From an optimization exercise on the open Yosys and OpenROAD flow, aimed at small area and a short achievable clock period; shortcuts taken in it are not production practice.
No functional check of the RTL was part of this run.
No activity file was given, so power comes from the tool's default toggle rates.

[flow/config.mk]
export PLATFORM = sky130hd
export DESIGN_NAME = saw2sin
export DESIGN_NICKNAME = saw2sin
export VERILOG_FILES = /design/flow/design.v
export SDC_FILE = /design/flow/constraint.sdc
export NUM_CORES = 4
export LEC_CHECK = 0
export ABC_AREA = 1
export CAP_MARGIN = 20
export CORE_MARGIN = 2
export CORE_UTILIZATION = 40
export SLEW_MARGIN = 20
export SYNTH_HIERARCHICAL = 1
[flow/constraint.sdc]
create_clock -name core_clock -period 70.0 [get_ports {i_clk}]
set_input_delay 14.0000 -clock core_clock [delete_from_list [all_inputs] [get_ports {i_clk}]]
set_output_delay 14.0000 -clock core_clock [all_outputs]
set_load 0.01 [all_outputs]
[flow/design.v]
`default_nettype none
module sin_rom(m, c0, c1);
  input [5:0] m;
  wire [5:0] m;
  output [15:0] c0;
  wire [15:0] c0;
  output [7:0] c1;
  wire [7:0] c1;
  wire _000_;
  wire _001_;
  wire _002_;
  wire _003_;
  wire _004_;
  wire _005_;
  wire _006_;
  wire _007_;
  wire _008_;
  wire _009_;
  wire _010_;
  wire _011_;
  wire _012_;
  wire _013_;
  wire _014_;
  wire _015_;
  wire _016_;
  wire _017_;
  wire _018_;
  wire _019_;
  wire _020_;
  wire _021_;
  wire _022_;
  wire _023_;
  wire _024_;
  wire _025_;
  wire _026_;
  wire _027_;
  wire _028_;
  wire _029_;
  wire _030_;
  wire _031_;
  wire _032_;
  wire _033_;
  wire _034_;
  wire _035_;
  wire _036_;
  wire _037_;
  wire _038_;
  wire _039_;
  wire _040_;
  wire _041_;
  wire _042_;
  wire _043_;
  wire _044_;
  wire _045_;
  wire _046_;
  wire _047_;
  wire _048_;
  wire _049_;
  wire _050_;
  wire _051_;
  wire _052_;
  wire _053_;
  wire _054_;
  wire _055_;
  wire _056_;
  wire _057_;
  wire _058_;
  wire _059_;
  wire _060_;
  wire _061_;
  wire _062_;
  wire _063_;
  wire _064_;
  wire _065_;
  wire _066_;
  wire _067_;
  wire _068_;
  wire _069_;
  wire _070_;
  wire _071_;
  wire _072_;
  wire _073_;
  wire _074_;
  wire _075_;
  wire _076_;
  wire _077_;
  wire _078_;
  wire _079_;
  wire _080_;
  wire _081_;
  wire _082_;
  wire _083_;
  wire _084_;
  wire _085_;
  wire _086_;
  wire _087_;
  wire _088_;
  wire _089_;
  wire _090_;
  wire _091_;
  wire _092_;
  wire _093_;
  wire _094_;
  wire _095_;
  wire _096_;
  wire _097_;
  wire _098_;
  wire _099_;
  wire _100_;
  wire _101_;
  wire _102_;
  wire _103_;
  wire _104_;
  wire _105_;
  wire _106_;
  wire _107_;
  wire _108_;
  wire _109_;
  wire _110_;
  wire _111_;
  wire _112_;
  wire _113_;
  wire _114_;
  wire _115_;
  wire _116_;
  wire _117_;
  wire _118_;
  wire _119_;
  wire _120_;
  wire _121_;
  wire _122_;
  wire _123_;
  wire _124_;
  wire _125_;
  wire _126_;
  wire _127_;
  wire _128_;
  wire _129_;
  wire _130_;
  wire _131_;
  wire _132_;
  wire _133_;
  wire _134_;
  wire _135_;
  wire _136_;
  wire _137_;
  wire _138_;
  wire _139_;
  wire _140_;
  wire _141_;
  wire _142_;
  wire _143_;
  wire _144_;
  wire _145_;
  wire _146_;
  wire _147_;
  wire _148_;
  wire _149_;
  wire _150_;
  wire _151_;
  wire _152_;
  wire _153_;
  wire _154_;
  wire _155_;
  wire _156_;
  wire _157_;
  wire _158_;
  wire _159_;
  wire _160_;
  wire _161_;
  wire _162_;
  wire _163_;
  wire _164_;
  wire _165_;
  wire _166_;
  wire _167_;
  wire _168_;
  wire _169_;
  wire _170_;
  wire _171_;
  wire _172_;
  wire _173_;
  wire _174_;
  wire _175_;
  wire _176_;
  wire _177_;
  wire _178_;
  wire _179_;
  wire _180_;
  wire _181_;
  wire _182_;
  wire _183_;
  wire _184_;
  wire _185_;
  wire _186_;
  wire _187_;
  wire _188_;
  wire _189_;
  wire _190_;
  wire _191_;
  wire _192_;
  wire _193_;
  wire _194_;
  wire _195_;
  wire _196_;
  wire _197_;
  wire _198_;
  wire _199_;
  wire _200_;
  wire _201_;
  wire _202_;
  wire _203_;
  wire _204_;
  wire _205_;
  wire _206_;
  wire _207_;
  wire _208_;
  wire _209_;
  wire _210_;
  wire _211_;
  wire _212_;
  wire _213_;
  wire _214_;
  wire _215_;
  wire _216_;
  wire _217_;
  wire _218_;
  wire _219_;
  wire _220_;
  wire _221_;
  wire _222_;
  wire _223_;
  wire _224_;
  wire _225_;
  wire _226_;
  wire _227_;
  wire _228_;
  wire _229_;
  wire _230_;
  wire _231_;
  wire _232_;
  wire _233_;
  wire _234_;
  wire _235_;
  wire _236_;
  wire _237_;
  wire _238_;
  wire _239_;
  wire _240_;
  wire _241_;
  wire _242_;
  wire _243_;
  wire _244_;
  wire _245_;
  wire _246_;
  wire _247_;
  wire _248_;
  wire _249_;
  wire _250_;
  wire _251_;
  wire _252_;
  wire _253_;
  wire _254_;
  wire _255_;
  wire _256_;
  wire _257_;
  wire _258_;
  wire _259_;
  wire _260_;
  wire _261_;
  wire _262_;
  wire _263_;
  wire _264_;
  wire _265_;
  wire _266_;
  wire _267_;
  wire _268_;
  wire _269_;
  wire _270_;
  wire _271_;
  wire _272_;
  wire _273_;
  wire _274_;
  wire _275_;
  wire _276_;
  wire _277_;
  wire _278_;
  wire _279_;
  wire _280_;
  wire _281_;
  wire _282_;
  wire _283_;
  wire _284_;
  wire _285_;
  wire _286_;
  wire _287_;
  wire _288_;
  wire _289_;
  wire _290_;
  wire _291_;
  wire _292_;
  wire _293_;
  wire _294_;
  wire _295_;
  wire _296_;
  wire _297_;
  wire _298_;
  wire _299_;
  wire _300_;
  assign _193_ = ~m[5];
  assign _203_ = ~m[4];
  assign _214_ = ~(m[0] | m[1]);
  assign _224_ = ~(m[2] & m[3]);
  assign _234_ = ~(_224_ | _214_);
  assign _240_ = _203_ & ~(_234_);
  assign _241_ = _193_ & ~(_240_);
  assign _242_ = ~(m[2] | m[3]);
  assign _243_ = ~(_242_ & m[4]);
  assign _244_ = m[1] ? m[0] : m[2];
  assign _245_ = _244_ | _243_;
  assign _246_ = _242_ | m[4];
  assign _247_ = ~(_246_ & m[5]);
  assign _248_ = _247_ | ~(_245_);
  assign c1[6] = _248_ & ~(_241_);
  assign _249_ = m[2] & ~(m[3]);
  assign _250_ = m[3] & ~(m[2]);
  assign _251_ = _203_ & ~(_250_);
  assign _252_ = _251_ & ~(_249_);
  assign _253_ = m[5] & ~(_252_);
  assign _254_ = ~m[3];
  assign _255_ = m[0] & m[1];
  assign _256_ = ~(_255_ & _254_);
  assign _257_ = ~m[2];
  assign _258_ = m[1] | ~(m[3]);
  assign _259_ = _257_ & ~(_258_);
  assign _260_ = _259_ | _203_;
  assign _261_ = _260_ | _249_;
  assign _262_ = _256_ & ~(_261_);
  assign _263_ = _253_ & ~(_262_);
  assign _264_ = ~(m[1] | m[2]);
  assign _265_ = ~_264_;
  assign _266_ = m[0] & m[3];
  assign _267_ = _266_ | ~(_224_);
  assign _268_ = ~(_267_ & _265_);
  assign _269_ = _268_ | _203_;
  assign _270_ = _269_ & _241_;
  assign c1[5] = _270_ | _263_;
  assign _271_ = m[2] & ~(_214_);
  assign _272_ = _254_ & ~(_271_);
  assign _273_ = _268_ & ~(_272_);
  assign _274_ = _241_ & ~(_273_);
  assign _275_ = ~(_255_ & m[3]);
  assign _276_ = m[2] & ~(m[4]);
  assign _277_ = ~(_276_ & _275_);
  assign _278_ = ~_244_;
  assign _279_ = _255_ | _214_;
  assign _280_ = m[2] & ~(m[0]);
  assign _281_ = m[0] & ~(m[2]);
  assign _282_ = ~(_281_ | _280_);
  assign _283_ = ~(_282_ & m[3]);
  assign _284_ = ~(_283_ | _279_);
  assign _285_ = _278_ & ~(_284_);
  assign _286_ = m[4] & ~(_285_);
  assign _287_ = m[1] & m[2];
  assign _288_ = _287_ | _234_;
  assign _289_ = _286_ & ~(_288_);
  assign _290_ = _277_ & ~(_289_);
  assign _291_ = m[5] & ~(_290_);
  assign c1[4] = _291_ | _274_;
  assign _292_ = _271_ | ~(_267_);
  assign _293_ = _265_ & ~(_292_);
  assign _294_ = _293_ | _203_;
  assign _295_ = _244_ & ~(_282_);
  assign _296_ = _257_ & ~(_279_);
  assign _297_ = ~(_296_ | _295_);
  assign _298_ = _297_ & ~(m[3]);
  assign _299_ = _298_ | _294_;
  assign _300_ = _240_ & ~(_272_);
  assign _000_ = _300_ | m[5];
  assign _001_ = _299_ & ~(_000_);
  assign _002_ = ~(_280_ | _279_);
  assign _003_ = _254_ & ~(_002_);
  assign _004_ = _284_ | _203_;
  assign _005_ = _004_ | _003_;
  assign _006_ = _279_ & ~(_283_);
  assign _007_ = m[1] & ~(m[4]);
  assign _008_ = _007_ & ~(_006_);
  assign _009_ = _008_ | _193_;
  assign _010_ = _005_ & ~(_009_);
  assign c1[3] = _010_ | _001_;
  assign _011_ = _279_ & ~(_257_);
  assign _012_ = _011_ | _296_;
  assign _013_ = _012_ | _254_;
  assign _014_ = _254_ & ~(_214_);
  assign _015_ = _014_ & ~(_282_);
  assign _016_ = _015_ | _203_;
  assign _017_ = _016_ | ~(_013_);
  assign _018_ = m[0] & ~(_287_);
  assign _019_ = _018_ | _249_;
  assign _020_ = m[4] | ~(m[0]);
  assign _021_ = _019_ & ~(_020_);
  assign _022_ = _017_ & ~(_021_);
  assign _023_ = _022_ | _193_;
  assign _024_ = m[4] & ~(_287_);
  assign _025_ = _254_ ? _279_ : _012_;
  assign _026_ = _025_ | ~(_024_);
  assign _027_ = _272_ | m[4];
  assign _028_ = _264_ | _254_;
  assign _029_ = ~(_028_ | _271_);
  assign _030_ = _275_ & ~(_029_);
  assign _031_ = _030_ & ~(_027_);
  assign _032_ = _031_ | m[5];
  assign _033_ = _026_ & ~(_032_);
  assign c1[2] = _023_ & ~(_033_);
  assign _034_ = m[2] & ~(m[1]);
  assign _035_ = m[3] | ~(m[0]);
  assign _036_ = _034_ & ~(_035_);
  assign _037_ = ~(_036_ | _015_);
  assign _038_ = _258_ & ~(_203_);
  assign _039_ = _267_ & ~(_279_);
  assign _040_ = _038_ & ~(_039_);
  assign _041_ = ~(_040_ & _037_);
  assign _042_ = _287_ & ~(m[3]);
  assign _043_ = m[0] & m[2];
  assign _044_ = _043_ | m[4];
  assign _045_ = ~(_044_ | _042_);
  assign _046_ = _045_ & ~(_284_);
  assign _047_ = _041_ & ~(_046_);
  assign _048_ = _242_ & _214_;
  assign _049_ = _048_ | m[4];
  assign _050_ = _279_ & ~(_295_);
  assign _051_ = _050_ | _028_;
  assign _052_ = _242_ & ~(_279_);
  assign _053_ = _051_ & ~(_052_);
  assign _054_ = _053_ & ~(_049_);
  assign _055_ = ~(_272_ & _265_);
  assign _056_ = _055_ & _038_;
  assign _057_ = _056_ | _054_;
  assign c1[1] = _193_ ? _047_ : _057_;
  assign _058_ = ~_267_;
  assign _059_ = _011_ | _058_;
  assign _060_ = _034_ | m[3];
  assign _061_ = ~(_060_ & _059_);
  assign _062_ = m[3] & ~(_279_);
  assign _063_ = _034_ & ~(m[0]);
  assign _064_ = _063_ | _062_;
  assign _065_ = _256_ & ~(_064_);
  assign _066_ = m[4] ? _061_ : _065_;
  assign _067_ = _030_ & ~(_052_);
  assign _068_ = _203_ & ~(_067_);
  assign _069_ = _282_ | m[3];
  assign _070_ = _069_ | m[1];
  assign _071_ = _042_ | _203_;
  assign _072_ = _071_ | _266_;
  assign _073_ = _070_ & ~(_072_);
  assign _074_ = _073_ | _068_;
  assign c1[0] = _193_ ? _066_ : _074_;
  assign _075_ = _254_ & ~(_287_);
  assign _076_ = m[4] & ~(_075_);
  assign _077_ = _193_ & ~(_076_);
  assign _078_ = ~(_048_ & _203_);
  assign c0[15] = ~(_078_ & _077_);
  assign _079_ = m[5] & ~(_242_);
  assign c1[7] = ~(_079_ | _253_);
  assign _080_ = _049_ | ~(_268_);
  assign _081_ = ~(_080_ & _077_);
  assign c0[14] = ~(_081_ & c1[7]);
  assign _082_ = ~(_079_ & _240_);
  assign _083_ = _014_ | _244_;
  assign _084_ = _257_ & ~(_083_);
  assign _085_ = ~(_084_ | _042_);
  assign _086_ = _294_ | ~(_085_);
  assign _087_ = _294_ & ~(_085_);
  assign _088_ = _087_ | m[5];
  assign _089_ = _086_ & ~(_088_);
  assign c0[13] = _082_ & ~(_089_);
  assign _090_ = _276_ & ~(_029_);
  assign _091_ = _243_ & ~(_090_);
  assign _092_ = _091_ | _193_;
  assign _093_ = m[1] & ~(m[2]);
  assign _094_ = _267_ & ~(_093_);
  assign _095_ = _094_ | _062_;
  assign _096_ = _269_ & ~(_095_);
  assign _097_ = _276_ | _271_;
  assign _098_ = _097_ & ~(_007_);
  assign _099_ = _098_ | _096_;
  assign _100_ = _075_ & ~(_296_);
  assign _101_ = _100_ | m[5];
  assign _102_ = _099_ & ~(_101_);
  assign c0[12] = _092_ & ~(_102_);
  assign _103_ = _282_ & ~(_076_);
  assign _104_ = m[4] & m[3];
  assign _105_ = _104_ & ~(_002_);
  assign _106_ = _105_ | _103_;
  assign _107_ = m[1] & ~(m[3]);
  assign _108_ = ~(_293_ | _107_);
  assign _109_ = _108_ | m[4];
  assign _110_ = ~(_109_ & _261_);
  assign c0[11] = _193_ ? _106_ : _110_;
  assign _111_ = _107_ & ~(_280_);
  assign _112_ = _111_ | _260_;
  assign _113_ = ~(_012_ & m[3]);
  assign _114_ = ~(_035_ & _203_);
  assign _115_ = _113_ & ~(_114_);
  assign _116_ = _112_ & ~(_115_);
  assign _117_ = ~(m[4] | m[1]);
  assign _118_ = _282_ ? _254_ : _278_;
  assign _119_ = _012_ & ~(m[3]);
  assign _120_ = _119_ | ~(_118_);
  assign _121_ = _120_ & ~(_093_);
  assign _122_ = _014_ & ~(_121_);
  assign _123_ = ~(_013_ | _034_);
  assign _124_ = ~(_123_ | _260_);
  assign _125_ = _124_ & ~(_122_);
  assign _126_ = _125_ | _117_;
  assign c0[10] = m[5] ? _116_ : _126_;
  assign _127_ = _062_ | _234_;
  assign _128_ = _127_ | _016_;
  assign _129_ = _246_ & ~(_007_);
  assign _130_ = ~(_129_ | m[0]);
  assign _131_ = _128_ & ~(_130_);
  assign _132_ = _193_ & ~(_131_);
  assign _133_ = _050_ | ~(_258_);
  assign _134_ = ~(_133_ & _203_);
  assign _135_ = _260_ | _234_;
  assign _136_ = _037_ & ~(_135_);
  assign _137_ = _136_ | _193_;
  assign _138_ = _134_ & ~(_137_);
  assign c0[9] = _138_ | _132_;
  assign _139_ = m[3] & ~(m[0]);
  assign _140_ = _139_ | m[4];
  assign _141_ = _140_ | _050_;
  assign _142_ = _292_ & ~(_071_);
  assign _143_ = _141_ & ~(_142_);
  assign _144_ = _249_ & _214_;
  assign _145_ = _144_ | _107_;
  assign _146_ = _059_ & ~(_145_);
  assign _147_ = _146_ | _203_;
  assign _148_ = _272_ & ~(_049_);
  assign _149_ = _147_ & ~(_148_);
  assign c0[8] = m[5] ? _143_ : _149_;
  assign _150_ = _254_ & ~(_279_);
  assign _151_ = _203_ & ~(_150_);
  assign _152_ = _012_ | ~(_139_);
  assign _153_ = m[5] & ~(_152_);
  assign _154_ = _151_ & ~(_153_);
  assign _155_ = m[1] & ~(m[0]);
  assign _156_ = _254_ ? _155_ : _279_;
  assign _157_ = _297_ & ~(_156_);
  assign _158_ = _157_ | _250_;
  assign _159_ = _193_ ? _121_ : _158_;
  assign _160_ = m[4] & ~(_159_);
  assign c0[7] = _160_ | _154_;
  assign _161_ = _006_ | ~(_035_);
  assign _162_ = ~(_161_ & _203_);
  assign _163_ = _258_ | m[0];
  assign _164_ = ~(_163_ & _024_);
  assign _165_ = ~(_164_ | _052_);
  assign _166_ = _162_ & ~(_165_);
  assign _167_ = ~_083_;
  assign _168_ = ~(_280_ | _258_);
  assign _169_ = _069_ & ~(_168_);
  assign _170_ = m[4] ? _167_ : _169_;
  assign c0[6] = _193_ ? _166_ : _170_;
  assign _171_ = ~(_118_ & _203_);
  assign _172_ = _038_ & ~(_155_);
  assign _173_ = _172_ & ~(_094_);
  assign _174_ = _171_ & ~(_173_);
  assign _175_ = _094_ | _203_;
  assign _176_ = _175_ | _122_;
  assign _177_ = _025_ & ~(_080_);
  assign _178_ = _176_ & ~(_177_);
  assign c0[5] = _193_ ? _174_ : _178_;
  assign _179_ = ~(_151_ & _058_);
  assign _180_ = m[4] & ~(_034_);
  assign _181_ = _180_ & ~(_156_);
  assign _182_ = _179_ & ~(_181_);
  assign _183_ = ~(_144_ | _266_);
  assign _184_ = _183_ | _294_;
  assign _185_ = _283_ & ~(m[4]);
  assign _186_ = _185_ & ~(_296_);
  assign _187_ = _184_ & ~(_186_);
  assign c0[4] = _193_ ? _182_ : _187_;
  assign _188_ = _019_ & ~(_036_);
  assign _189_ = _203_ & ~(_188_);
  assign _190_ = _024_ & ~(_118_);
  assign _191_ = _190_ | m[5];
  assign _192_ = _191_ | _189_;
  assign _194_ = _036_ | m[3];
  assign _195_ = _194_ | _255_;
  assign _196_ = _195_ & ~(_071_);
  assign _197_ = _189_ | ~(_027_);
  assign _198_ = _197_ & ~(_259_);
  assign _199_ = _198_ | _196_;
  assign _200_ = ~(_059_ & m[5]);
  assign _201_ = _199_ & ~(_200_);
  assign c0[3] = _192_ & ~(_201_);
  assign _202_ = _048_ | _017_;
  assign _204_ = _069_ & ~(_095_);
  assign _205_ = _151_ & ~(_204_);
  assign _206_ = _202_ & ~(_205_);
  assign _207_ = _206_ | m[5];
  assign _208_ = _053_ & ~(_161_);
  assign _209_ = ~(_275_ & m[4]);
  assign _210_ = _209_ | _208_;
  assign _211_ = _039_ | m[4];
  assign _212_ = _194_ & ~(_211_);
  assign _213_ = _212_ | _193_;
  assign _215_ = _210_ & ~(_213_);
  assign c0[2] = _207_ & ~(_215_);
  assign _216_ = _158_ & ~(_214_);
  assign _217_ = _055_ & ~(_216_);
  assign _218_ = _217_ | _203_;
  assign _219_ = ~(_060_ | _012_);
  assign _220_ = _251_ & ~(_219_);
  assign _221_ = _220_ | _193_;
  assign _222_ = _218_ & ~(_221_);
  assign _223_ = _129_ | _123_;
  assign _225_ = _048_ | _203_;
  assign _226_ = _225_ | _111_;
  assign _227_ = ~(_226_ | _029_);
  assign _228_ = _227_ | m[5];
  assign _229_ = _223_ & ~(_228_);
  assign c0[1] = _229_ | _222_;
  assign _230_ = _012_ & ~(_133_);
  assign _231_ = _240_ & ~(_230_);
  assign _232_ = _119_ | _203_;
  assign _233_ = _152_ & ~(_232_);
  assign _235_ = _233_ | _231_;
  assign _236_ = _251_ & ~(_156_);
  assign _237_ = _236_ | _117_;
  assign _238_ = _237_ & ~(_281_);
  assign _239_ = _238_ | _286_;
  assign c0[0] = m[5] ? _235_ : _239_;
endmodule
module sin_qrom(mq, aq, ex, qn);
  input [0:0] mq;
  wire [0:0] mq;
  input [2:0] aq;
  wire [2:0] aq;
  input [1:0] ex;
  wire [1:0] ex;
  output [3:0] qn;
  wire [3:0] qn;
  wire _00_;
  wire _01_;
  wire _02_;
  wire _03_;
  wire _04_;
  wire _05_;
  wire _06_;
  wire _07_;
  wire _08_;
  wire _09_;
  wire _10_;
  wire _11_;
  wire _12_;
  wire _13_;
  wire _14_;
  wire _15_;
  assign _00_ = ex[1] & ~(ex[0]);
  assign _01_ = ~(mq | aq[1]);
  assign _02_ = ~(aq[0] & aq[2]);
  assign _03_ = _02_ | _01_;
  assign _04_ = ~(mq & aq[1]);
  assign _05_ = aq[2] & ~(_04_);
  assign _06_ = _03_ & ~(_05_);
  assign _07_ = aq[0] & ~(_04_);
  assign _08_ = _07_ | _06_;
  assign _09_ = ex[0] & ~(ex[1]);
  assign _10_ = ~(_09_ | _00_);
  assign _11_ = ~(_10_ | _08_);
  assign _12_ = ~(_11_ | _06_);
  assign qn[3] = ~(_12_ | _00_);
  assign _13_ = ~(_12_ & _00_);
  assign qn[2] = _13_ & ~(qn[3]);
  assign _14_ = _10_ & _08_;
  assign qn[1] = ~(_14_ | _11_);
  assign _15_ = _07_ | aq[2];
  assign qn[0] = ~(_15_ & _03_);
endmodule
module sin_fa
( input  wire a
, input  wire b
, input  wire c
, output wire s
, output wire co
);
assign s = a ^ b ^ c;
assign co = (a & b) | (a & c) | (b & c);
endmodule
module sin_ha
( input  wire a
, input  wire b
, output wire s
, output wire co
);
assign s = a ^ b;
assign co = a & b;
endmodule
`default_nettype none
module saw2sin
( input  wire        i_clk
, input  wire [15:0] i_saw
, output logic [15:0] o_sin
);
wire inv = i_saw[15];
wire rev = i_saw[14];
wire [13:0] v = i_saw[13:0] ^ {14{rev}};
wire [5:0] m = v[13:8];
wire [7:0] x = {~i_saw[7], i_saw[6:0]};
wire [6:0] a = x[7] ? ~x[6:0] : x[6:0];
wire [15:0] c0;
wire [7:0] c1;
sin_rom rom (.m(m), .c0(c0), .c1(c1));
wire [3:0] qn;
sin_qrom qrom (.mq(m[5:5]), .aq(a[6:4]), .ex({inv, bneg[3]}), .qn(qn));
wire [3:0] bneg, bone, btwo;
assign bneg[0] = x[1] ^ rev;
assign bone[0] = x[0] ^ 1'b0;
assign btwo[0] = (x[1] & ~x[0] & ~1'b0) | (~x[1] & x[0] & 1'b0);
assign bneg[1] = x[3] ^ rev;
assign bone[1] = x[2] ^ x[1];
assign btwo[1] = (x[3] & ~x[2] & ~x[1]) | (~x[3] & x[2] & x[1]);
assign bneg[2] = x[5] ^ rev;
assign bone[2] = x[4] ^ x[3];
assign btwo[2] = (x[5] & ~x[4] & ~x[3]) | (~x[5] & x[4] & x[3]);
assign bneg[3] = x[7] ^ rev;
assign bone[3] = x[6] ^ x[5];
assign btwo[3] = (x[7] & ~x[6] & ~x[5]) | (~x[7] & x[6] & x[5]);
wire b_pp0_5 = (((bone[0] & c1[5]) | (btwo[0] & c1[4])) ^ bneg[0]);
wire b_pp0_6 = (((bone[0] & c1[6]) | (btwo[0] & c1[5])) ^ bneg[0]);
wire b_pp0_7 = (((bone[0] & c1[7]) | (btwo[0] & c1[6])) ^ bneg[0]);
wire b_pp0_8 = ((btwo[0] & c1[7]) ^ bneg[0]);
wire b_nneg0 = ~bneg[0];
wire b_pp1_3 = (((bone[1] & c1[3]) | (btwo[1] & c1[2])) ^ bneg[1]);
wire b_pp1_4 = (((bone[1] & c1[4]) | (btwo[1] & c1[3])) ^ bneg[1]);
wire b_pp1_5 = (((bone[1] & c1[5]) | (btwo[1] & c1[4])) ^ bneg[1]);
wire b_pp1_6 = (((bone[1] & c1[6]) | (btwo[1] & c1[5])) ^ bneg[1]);
wire b_pp1_7 = (((bone[1] & c1[7]) | (btwo[1] & c1[6])) ^ bneg[1]);
wire b_pp1_8 = ((btwo[1] & c1[7]) ^ bneg[1]);
wire b_nneg1 = ~bneg[1];
wire b_pp2_1 = (((bone[2] & c1[1]) | (btwo[2] & c1[0])) ^ bneg[2]);
wire b_pp2_2 = (((bone[2] & c1[2]) | (btwo[2] & c1[1])) ^ bneg[2]);
wire b_pp2_3 = (((bone[2] & c1[3]) | (btwo[2] & c1[2])) ^ bneg[2]);
wire b_pp2_4 = (((bone[2] & c1[4]) | (btwo[2] & c1[3])) ^ bneg[2]);
wire b_pp2_5 = (((bone[2] & c1[5]) | (btwo[2] & c1[4])) ^ bneg[2]);
wire b_pp2_6 = (((bone[2] & c1[6]) | (btwo[2] & c1[5])) ^ bneg[2]);
wire b_pp2_7 = (((bone[2] & c1[7]) | (btwo[2] & c1[6])) ^ bneg[2]);
wire b_pp2_8 = ((btwo[2] & c1[7]) ^ bneg[2]);
wire b_nneg2 = ~bneg[2];
wire b_pp3_0 = ((bone[3] & c1[0]) ^ bneg[3]);
wire b_pp3_1 = (((bone[3] & c1[1]) | (btwo[3] & c1[0])) ^ bneg[3]);
wire b_pp3_2 = (((bone[3] & c1[2]) | (btwo[3] & c1[1])) ^ bneg[3]);
wire b_pp3_3 = (((bone[3] & c1[3]) | (btwo[3] & c1[2])) ^ bneg[3]);
wire b_pp3_4 = (((bone[3] & c1[4]) | (btwo[3] & c1[3])) ^ bneg[3]);
wire b_pp3_5 = (((bone[3] & c1[5]) | (btwo[3] & c1[4])) ^ bneg[3]);
wire b_pp3_6 = (((bone[3] & c1[6]) | (btwo[3] & c1[5])) ^ bneg[3]);
wire b_pp3_7 = (((bone[3] & c1[7]) | (btwo[3] & c1[6])) ^ bneg[3]);
wire b_pp3_8 = ((btwo[3] & c1[7]) ^ bneg[3]);
wire b_nneg3 = ~bneg[3];
wire b_q0 = qn[0];
wire b_q1 = qn[1];
wire b_q2 = qn[2];
wire b_q3 = qn[3];
wire hs1, hc2;
sin_ha u_hs1 (.a(b_pp0_5), .b(b_pp1_3), .s(hs1), .co(hc2));
wire fs3, fc4;
sin_fa u_fs3 (.a(b_pp0_6), .b(b_pp1_4), .c(b_pp2_2), .s(fs3), .co(fc4));
wire hs5, hc6;
sin_ha u_hs5 (.a(b_pp3_0), .b(b_q1), .s(hs5), .co(hc6));
wire fs7, fc8;
sin_fa u_fs7 (.a(b_pp0_7), .b(b_pp1_5), .c(b_pp2_3), .s(fs7), .co(fc8));
wire fs9, fc10;
sin_fa u_fs9 (.a(b_pp3_1), .b(b_q2), .c(c0[2]), .s(fs9), .co(fc10));
wire fs11, fc12;
sin_fa u_fs11 (.a(b_pp0_8), .b(b_pp1_6), .c(b_pp2_4), .s(fs11), .co(fc12));
wire fs13, fc14;
sin_fa u_fs13 (.a(b_pp3_2), .b(b_q3), .c(c0[3]), .s(fs13), .co(fc14));
wire fs15, fc16;
sin_fa u_fs15 (.a(b_nneg0), .b(b_pp1_7), .c(b_pp2_5), .s(fs15), .co(fc16));
wire hs17, hc18;
sin_ha u_hs17 (.a(b_pp3_3), .b(c0[4]), .s(hs17), .co(hc18));
wire fs19, fc20;
sin_fa u_fs19 (.a(b_pp1_8), .b(b_pp2_6), .c(b_pp3_4), .s(fs19), .co(fc20));
wire hs21, hc22;
sin_ha u_hs21 (.a(b_nneg1), .b(b_pp2_7), .s(hs21), .co(hc22));
wire hs23, hc24;
sin_ha u_hs23 (.a(hs1), .b(b_pp2_1), .s(hs23), .co(hc24));
wire fs25, fc26;
sin_fa u_fs25 (.a(fs3), .b(hs5), .c(c0[1]), .s(fs25), .co(fc26));
wire fs27, fc28;
sin_fa u_fs27 (.a(fs7), .b(fs9), .c(fc4), .s(fs27), .co(fc28));
wire fs29, fc30;
sin_fa u_fs29 (.a(fs11), .b(fs13), .c(fc8), .s(fs29), .co(fc30));
wire fs31, fc32;
sin_fa u_fs31 (.a(fs15), .b(hs17), .c(fc12), .s(fs31), .co(fc32));
wire fs33, fc34;
sin_fa u_fs33 (.a(fs19), .b(c0[5]), .c(fc16), .s(fs33), .co(fc34));
wire fs35, fc36;
sin_fa u_fs35 (.a(hs21), .b(b_pp3_5), .c(c0[6]), .s(fs35), .co(fc36));
wire fs37, fc38;
sin_fa u_fs37 (.a(b_pp2_8), .b(b_pp3_6), .c(c0[7]), .s(fs37), .co(fc38));
wire hs39, hc40;
sin_ha u_hs39 (.a(b_nneg2), .b(b_pp3_7), .s(hs39), .co(hc40));
wire hs41, hc42;
sin_ha u_hs41 (.a(hs23), .b(b_q0), .s(hs41), .co(hc42));
wire fs43, fc44;
sin_fa u_fs43 (.a(fs25), .b(hc2), .c(hc24), .s(fs43), .co(fc44));
wire fs45, fc46;
sin_fa u_fs45 (.a(fs27), .b(hc6), .c(fc26), .s(fs45), .co(fc46));
wire fs47, fc48;
sin_fa u_fs47 (.a(fs29), .b(fc10), .c(fc28), .s(fs47), .co(fc48));
wire fs49, fc50;
sin_fa u_fs49 (.a(fs31), .b(fc14), .c(fc30), .s(fs49), .co(fc50));
wire fs51, fc52;
sin_fa u_fs51 (.a(fs33), .b(hc18), .c(fc32), .s(fs51), .co(fc52));
wire fs53, fc54;
sin_fa u_fs53 (.a(fs35), .b(fc20), .c(fc34), .s(fs53), .co(fc54));
wire fs55, fc56;
sin_fa u_fs55 (.a(fs37), .b(hc22), .c(fc36), .s(fs55), .co(fc56));
wire fs57, fc58;
sin_fa u_fs57 (.a(hs39), .b(c0[8]), .c(fc38), .s(fs57), .co(fc58));
wire fs59, fc60;
sin_fa u_fs59 (.a(b_pp3_8), .b(c0[9]), .c(hc40), .s(fs59), .co(fc60));
wire hs61, hc62;
sin_ha u_hs61 (.a(b_nneg3), .b(c0[10]), .s(hs61), .co(hc62));
wire [15:0] ra = {c0[15], c0[14], c0[13], c0[12], c0[11], hs61, fs59, fs57, fs55, fs53, fs51, fs49, fs47, fs45, fs43, hs41};
wire [15:0] rb = {1'b0, 1'b0, 1'b0, 1'b0, hc62, fc60, fc58, fc56, fc54, fc52, fc50, fc48, fc46, fc44, hc42, c0[0]};
wire [15:0] z;
wire [15:0] pg_g0 = ra & rb;
wire [15:0] pg_p0 = ra ^ rb;
wire pfx_g1 = pg_g0[1] | (pg_p0[1] & pg_g0[0]);
wire pfx_p1 = pg_p0[1] & pg_p0[0];
wire pfx_g2 = pg_g0[3] | (pg_p0[3] & pg_g0[2]);
wire pfx_p2 = pg_p0[3] & pg_p0[2];
wire pfx_g3 = pg_g0[5] | (pg_p0[5] & pg_g0[4]);
wire pfx_p3 = pg_p0[5] & pg_p0[4];
wire pfx_g4 = pg_g0[7] | (pg_p0[7] & pg_g0[6]);
wire pfx_p4 = pg_p0[7] & pg_p0[6];
wire pfx_g5 = pg_g0[9] | (pg_p0[9] & pg_g0[8]);
wire pfx_p5 = pg_p0[9] & pg_p0[8];
wire pfx_g6 = pg_g0[11] | (pg_p0[11] & pg_g0[10]);
wire pfx_p6 = pg_p0[11] & pg_p0[10];
wire pfx_g7 = pg_g0[13] | (pg_p0[13] & pg_g0[12]);
wire pfx_p7 = pg_p0[13] & pg_p0[12];
wire pfx_g8 = pg_g0[15] | (pg_p0[15] & pg_g0[14]);
wire pfx_p8 = pg_p0[15] & pg_p0[14];
wire pfx_g9 = pg_g0[2] | (pg_p0[2] & pfx_g1);
wire pfx_p9 = pg_p0[2] & pfx_p1;
wire pfx_g10 = pfx_g2 | (pfx_p2 & pfx_g1);
wire pfx_p10 = pfx_p2 & pfx_p1;
wire pfx_g11 = pg_g0[6] | (pg_p0[6] & pfx_g3);
wire pfx_p11 = pg_p0[6] & pfx_p3;
wire pfx_g12 = pfx_g4 | (pfx_p4 & pfx_g3);
wire pfx_p12 = pfx_p4 & pfx_p3;
wire pfx_g13 = pg_g0[10] | (pg_p0[10] & pfx_g5);
wire pfx_p13 = pg_p0[10] & pfx_p5;
wire pfx_g14 = pfx_g6 | (pfx_p6 & pfx_g5);
wire pfx_p14 = pfx_p6 & pfx_p5;
wire pfx_g15 = pg_g0[14] | (pg_p0[14] & pfx_g7);
wire pfx_p15 = pg_p0[14] & pfx_p7;
wire pfx_g16 = pfx_g8 | (pfx_p8 & pfx_g7);
wire pfx_p16 = pfx_p8 & pfx_p7;
wire pfx_g17 = pg_g0[4] | (pg_p0[4] & pfx_g10);
wire pfx_p17 = pg_p0[4] & pfx_p10;
wire pfx_g18 = pfx_g3 | (pfx_p3 & pfx_g10);
wire pfx_p18 = pfx_p3 & pfx_p10;
wire pfx_g19 = pfx_g11 | (pfx_p11 & pfx_g10);
wire pfx_p19 = pfx_p11 & pfx_p10;
wire pfx_g20 = pfx_g12 | (pfx_p12 & pfx_g10);
wire pfx_p20 = pfx_p12 & pfx_p10;
wire pfx_g21 = pg_g0[12] | (pg_p0[12] & pfx_g14);
wire pfx_p21 = pg_p0[12] & pfx_p14;
wire pfx_g22 = pfx_g7 | (pfx_p7 & pfx_g14);
wire pfx_p22 = pfx_p7 & pfx_p14;
wire pfx_g23 = pfx_g15 | (pfx_p15 & pfx_g14);
wire pfx_p23 = pfx_p15 & pfx_p14;
wire pfx_g24 = pfx_g16 | (pfx_p16 & pfx_g14);
wire pfx_p24 = pfx_p16 & pfx_p14;
wire pfx_g25 = pg_g0[8] | (pg_p0[8] & pfx_g20);
wire pfx_p25 = pg_p0[8] & pfx_p20;
wire pfx_g26 = pfx_g5 | (pfx_p5 & pfx_g20);
wire pfx_p26 = pfx_p5 & pfx_p20;
wire pfx_g27 = pfx_g13 | (pfx_p13 & pfx_g20);
wire pfx_p27 = pfx_p13 & pfx_p20;
wire pfx_g28 = pfx_g14 | (pfx_p14 & pfx_g20);
wire pfx_p28 = pfx_p14 & pfx_p20;
wire pfx_g29 = pfx_g21 | (pfx_p21 & pfx_g20);
wire pfx_p29 = pfx_p21 & pfx_p20;
wire pfx_g30 = pfx_g22 | (pfx_p22 & pfx_g20);
wire pfx_p30 = pfx_p22 & pfx_p20;
wire pfx_g31 = pfx_g23 | (pfx_p23 & pfx_g20);
wire pfx_p31 = pfx_p23 & pfx_p20;
wire pfx_g32 = pfx_g24 | (pfx_p24 & pfx_g20);
wire pfx_p32 = pfx_p24 & pfx_p20;
wire [15:0] pg_pi = pg_p0 ^ {16{inv}};
assign z[0] = pg_pi[0];
assign z[1] = pg_pi[1] ^ pg_g0[0];
assign z[2] = pg_pi[2] ^ pfx_g1;
assign z[3] = pg_pi[3] ^ pfx_g9;
assign z[4] = pg_pi[4] ^ pfx_g10;
assign z[5] = pg_pi[5] ^ pfx_g17;
assign z[6] = pg_pi[6] ^ pfx_g18;
assign z[7] = pg_pi[7] ^ pfx_g19;
assign z[8] = pg_pi[8] ^ pfx_g20;
assign z[9] = pg_pi[9] ^ pfx_g25;
assign z[10] = pg_pi[10] ^ pfx_g26;
assign z[11] = pg_pi[11] ^ pfx_g27;
assign z[12] = pg_pi[12] ^ pfx_g28;
assign z[13] = pg_pi[13] ^ pfx_g29;
assign z[14] = pg_pi[14] ^ pfx_g30;
assign z[15] = pg_pi[15] ^ pfx_g31;
wire [14:0] zi = z[15:1];
logic [15:0] sin_q;
always_ff @(posedge i_clk) sin_q <= {~inv, zi};
always_comb o_sin = sin_q;
endmodule
[flow/flow/run.sh]
#!/bin/bash
# Own flow: the standard layout (standard.sh) with two changes.
#  1. Synthesis: ABC maps the combinational logic with flow/abc_area.script
#     (area-first mapping, then buffering and sizing) instead of ORFS's
#     abc_area.script.  It runs from a private copy of the ORFS scripts in
#     which only that file differs; synth_recipe.tcl (-nofsm -noshare,
#     flatten, rename) and everything else is the standard synthesis.
#  2. Layout: the port buffers that global placement inserts on every input
#     and output are sky130_fd_sc_hd__buf_1 cells, and ORFS's repair_timing
#     steps aim for 49.7 ns of setup slack (SETUP_SLACK_MARGIN) instead of 0,
#     so they size up the few gates on the slowest paths.  The clock period
#     and the SDC constraints are the design's, unchanged.
# Each tool's full output goes to synth.log / layout.log here (and ORFS's own
# per-step logs under orfs/logs/).
set -euo pipefail
rm -rf scripts_abc
cp -r "$FLOW_HOME/scripts" scripts_abc
cp flow/abc_area.script scripts_abc/abc_area.script
bash standard.sh SCRIPTS_DIR="$PWD/scripts_abc" synth > synth.log 2>&1
bash standard.sh SETUP_SLACK_MARGIN=49.7 "BUFFER_PORTS_ARGS=-buffer_cell sky130_fd_sc_hd__buf_1" finish > layout.log 2>&1
[flow/flow/abc_area.script]
strash
dch
map -a
topo
stime -c
buffer -c
upsize -c
dnsize -c
[flow/standard.sh]
#!/bin/bash
# synth_recipe.tcl (not shown) runs the flow's synth.tcl, then flattens the netlist and writes it again
# the make line also repeats each setting of config.mk as NAME=value (left out here)
make -C /OpenROAD-flow-scripts/flow DESIGN_CONFIG=/design/flow/config.mk WORK_HOME=/design/flow/orfs CLKGATE_MAP_FILE= SYNTH_SCRIPT=/design/flow/synth_recipe.tcl "${@:-finish}"
==> metrics.md <==
| Metric | Value |
|---|---|
| First-pass GRT wire length | between 15000 and 20000 um |
| Period utilisation layout | 0.2846 |
| Worst setup SP type | input port |
| Vias per cell | 5.808 |
| Area growth syn-to-layout | 7.896% |
| Status | finished clean |
| Synth area leader | fa_1 |
| Post-synth top area share | 0.1269 |
| CP Max Fanout | 10 |
| Fillers | 941 |
| Grt total ovfl | 0 |
| Largest net degree at the start of global routing | 36 |
| Lkg Pwr | between 1.5 and 2 nW |
| GP Congestion | 1.066 |
| First-pass DRT Iterations | 5 |
| Top FF cell, synth | dfxtp_1 |
| Hold Path Class | in -> reg |
| Antenna Violating Nets Remaining | 0 |
| Vias after detailed routing | ~3700 |
| Delay-heaviest family, CP | adder cells |
| Max Cap Viol | 0 |
| Largest Register | sin_q |
| Number of distinct library cells after synthesis | 42 |
| Avg Cell Area, Syn | 7.115 um^2 |
| Initial DRC Count | around 540 |
| Slew Limit Fails | 0 |
| Critical Path Stages | 26 |
| Commonest non-fill, non-tap cells in the layout | 61 x nor2_1, 55 x inv_1, 50 x nand2_1 |
| Max FFs per register | 16 |
| RSZ-0062 raised after global routing | no |
| DR DRC count | 0 |
| Slew @ Worst Pin | 0.7531 ns |
| Placed cells | 637 |
| Routed wire length per instance | 17.34 um |
| Fmax achieved | 50.20 MHz |
| # diodes | 0 |
| Final period demand of the worst path | 19.92 ns |
| Hold Fails Final Rpt | 0 |
| Top Registers | sin_q x16 |
| Clk pin slew, worst setup/hold paths | around 0.05 ns |
| Cts bufs inserted | 3 |
| Crit end category | flip-flop |
| Flops & latches, synth | 16 |
| Total Nets Final | 606 |
| Hold-fix buffer count after cts | 0 |
| Final setup TNS | 0 ns |
| H-tree levels | 1 |
| # resized after CTS | 2 |
| Area of the die | between 0.009 and 0.01 mm^2 |
| Post-synth ARST share | 0 |
| Syn Nets | 582 |
| CP max stage cell | fa_1 |
| Post-Synthesis Cells | 510 |
| Rel. slew slack | 0.4943 |
| Critical path destination | sin_q[8] |
| Worst VDD drop | 0.02810 mV |
| WP data arrival | 20.07 ns |
| Die H | 99.24 um |
| Clock Tree Root | clkbuf_8 |
| Routed WL | 11100 um |
| Clock buffer depth | 2 |
| # setup viols final | 0 |
| Vias in the first global route | 3508 |
| Initial antenna violation count | 0 |
| Starting Density | 0.4140 |
| CTS tree | built |
| Non-Filler Instances | 640 |
| Std cell rows | 34 |
| HPWL Detailed | 9053 um |
| Most common cell after layout, fill and taps aside | nor2_1 |
| Crit path launch | i_saw[14] |
| Core Region | 0.008763 mm^2 |
| Main area contributors after synthesis | fa_1 13%, xor2_1 12%, ha_1 11% |
| Post-synth EDFFs | 0 |
| Crit path required time | around 70 ns |
| Setup CP Type | in -> reg |
| Port bufs | 32 |
| Synthesis warning total | 7 |
| Layout cell share with drive strength beyond 1 | 0.08083 |
| Post-CTS setup buffers | 0 |
| Buffer and inverter count on the worst path | 5 |
| Max incr delay on CP | around 0.53 ns |
| Netlist Area Pre-Place | 0.003628 mm^2 |
| Register area share after synthesis | 0.08828 |
| Power Dens Cells | 58.85 mW/mm^2 |
| CTS sink count | 16 |
| Number of I/O pins | 33 |
| All-Layer GR Usage | 0.2250 |
| Die Width | 99.24 um |
[power breakdown]
group	internal [mW]	switching (mW)	total, mW
sequential	0.0177	0.000918	0.0186
combinational	0.0855	0.120	0.206
clock	0.00378	0.00240	0.00618
total	0.107	0.123	0.230
[final cells by class]
type                       count  area (um^2)  share of cell area
multi-input combinational    409         3007              0.7680
sequential                    16        320.3             0.08182
clock buffer                   3        41.29             0.01055
tap                          108        135.1             0.03452
timing repair buffer          37        160.2             0.04091
inverter                      67        251.5             0.06424
[cell usage after synthesis, types with 2 or more instances]
library cell / count
o21ai_1: 5
o21ai_0: 28
buf_1: 2
clkbuf_1: 6
a21oi_1: 34
nor3_1: 9
o21bai_1: 3
xor2_1: 50
ha_1: 32
inv_2: 11
buf_6: 2
a32o_1: 3
a31oi_1: 9
buf_2: 7
a22oi_1: 4
nor2_2: 5
o211ai_1: 3
nor2_1: 61
inv_1: 55
nand4_1: 2
o32ai_1: 2
dfxtp_1: 16
fa_1: 23
o21ai_2: 2
o31ai_1: 5
nand3_1: 14
o22ai_1: 28
a21oi_2: 4
nand2_1: 50
xnor2_1: 23
[per-module statistics from Yosys (local to each module, per instance)]
module	copies in the design	flops+latches
saw2sin	1	16
sin_rom	1	0
sin_qrom	1	0
sin_fa	23	0
sin_ha	8	0
[metal layers]
metal,vias up,track usage,wire [um]
li1,1759,-,-
met1,1705,0.3201,4847
met2,216,0.3524,4869
met3,37,0.02881,936
met4,0,0.07587,447
met5,-,0,0
[cell families after synthesis]
family	Yosys count	share of synthesized area
XOR/XNOR	73	0.1762
AO/OA/AOI/OAI	134	0.2297
flip-flops	16	0.08828
adder cells (fa/ha/maj)	55	0.2372
AND/OR/NAND/NOR	147	0.1731
buffers and inverters	85	0.09552
[worst min path at each step]
stage / start / endpoint / slack, ns / cells after the start
final: i_saw[15] / sin_q[15] / 14.24 / 2
after global routing: i_saw[15] / sin_q[15] / 14.31 / 2
after CTS: i_saw[15] / sin_q[15] / 14.39 / 2
after detailed placement: sin_q[9] / o_sin[9] / 14.38 / 1
after global placement: sin_q[4] / o_sin[4] / 14.39 / 1
after floorplan: sin_q[0] / o_sin[0] / 14.30 / 0
[per-stage QoR]
step | hold WS, ns | setup WS [ns] | utilization | power [mW] | cell area (um^2)
3_3_place_gp | 14.39 | 49.32 | 0.4375 | 0.2199 | 3834
4_1_cts | 14.39 | 49.77 | 0.4439 | 0.2310 | 3890
2_1_floorplan | 14.30 | 50.77 | - | 0.1832 | 3628
5_1_grt | 14.31 | 49.69 | 0.4467 | 0.2578 | 3915
6_report | 14.24 | 50.08 | 0.4467 | 0.2304 | 3915
3_5_place_dp | 14.38 | 49.29 | 0.4375 | 0.2234 | 3834

separate check: timing with driven ports:
No port has a modelled driver above. Below, the same layout with a new extraction and two added sets of constraints. Step 1 assumes that a clkbuf_16 drives the clock port and a buf_2 every other input. Step 2 also shifts input and output timing later by t, the mid clock arrival at the registers, as if the neighbouring blocks saw the same clock. Three values: ideal, step 1, step 2; two values: the first two.
t, ns: 0.257
setup WS [ns]: 50.081 / 50.085 / 49.829
latest minus earliest clock arrival (ns): 0.003 / 0.003
slew at the worst register clock pin (ns): 0.05 / 0.05
cell pins on the clock port's net: 1
After both steps setup and hold are still met in this run. For this run, drivers alone change the setup slack by +0.004 ns; drivers and shift together by -0.252 ns.
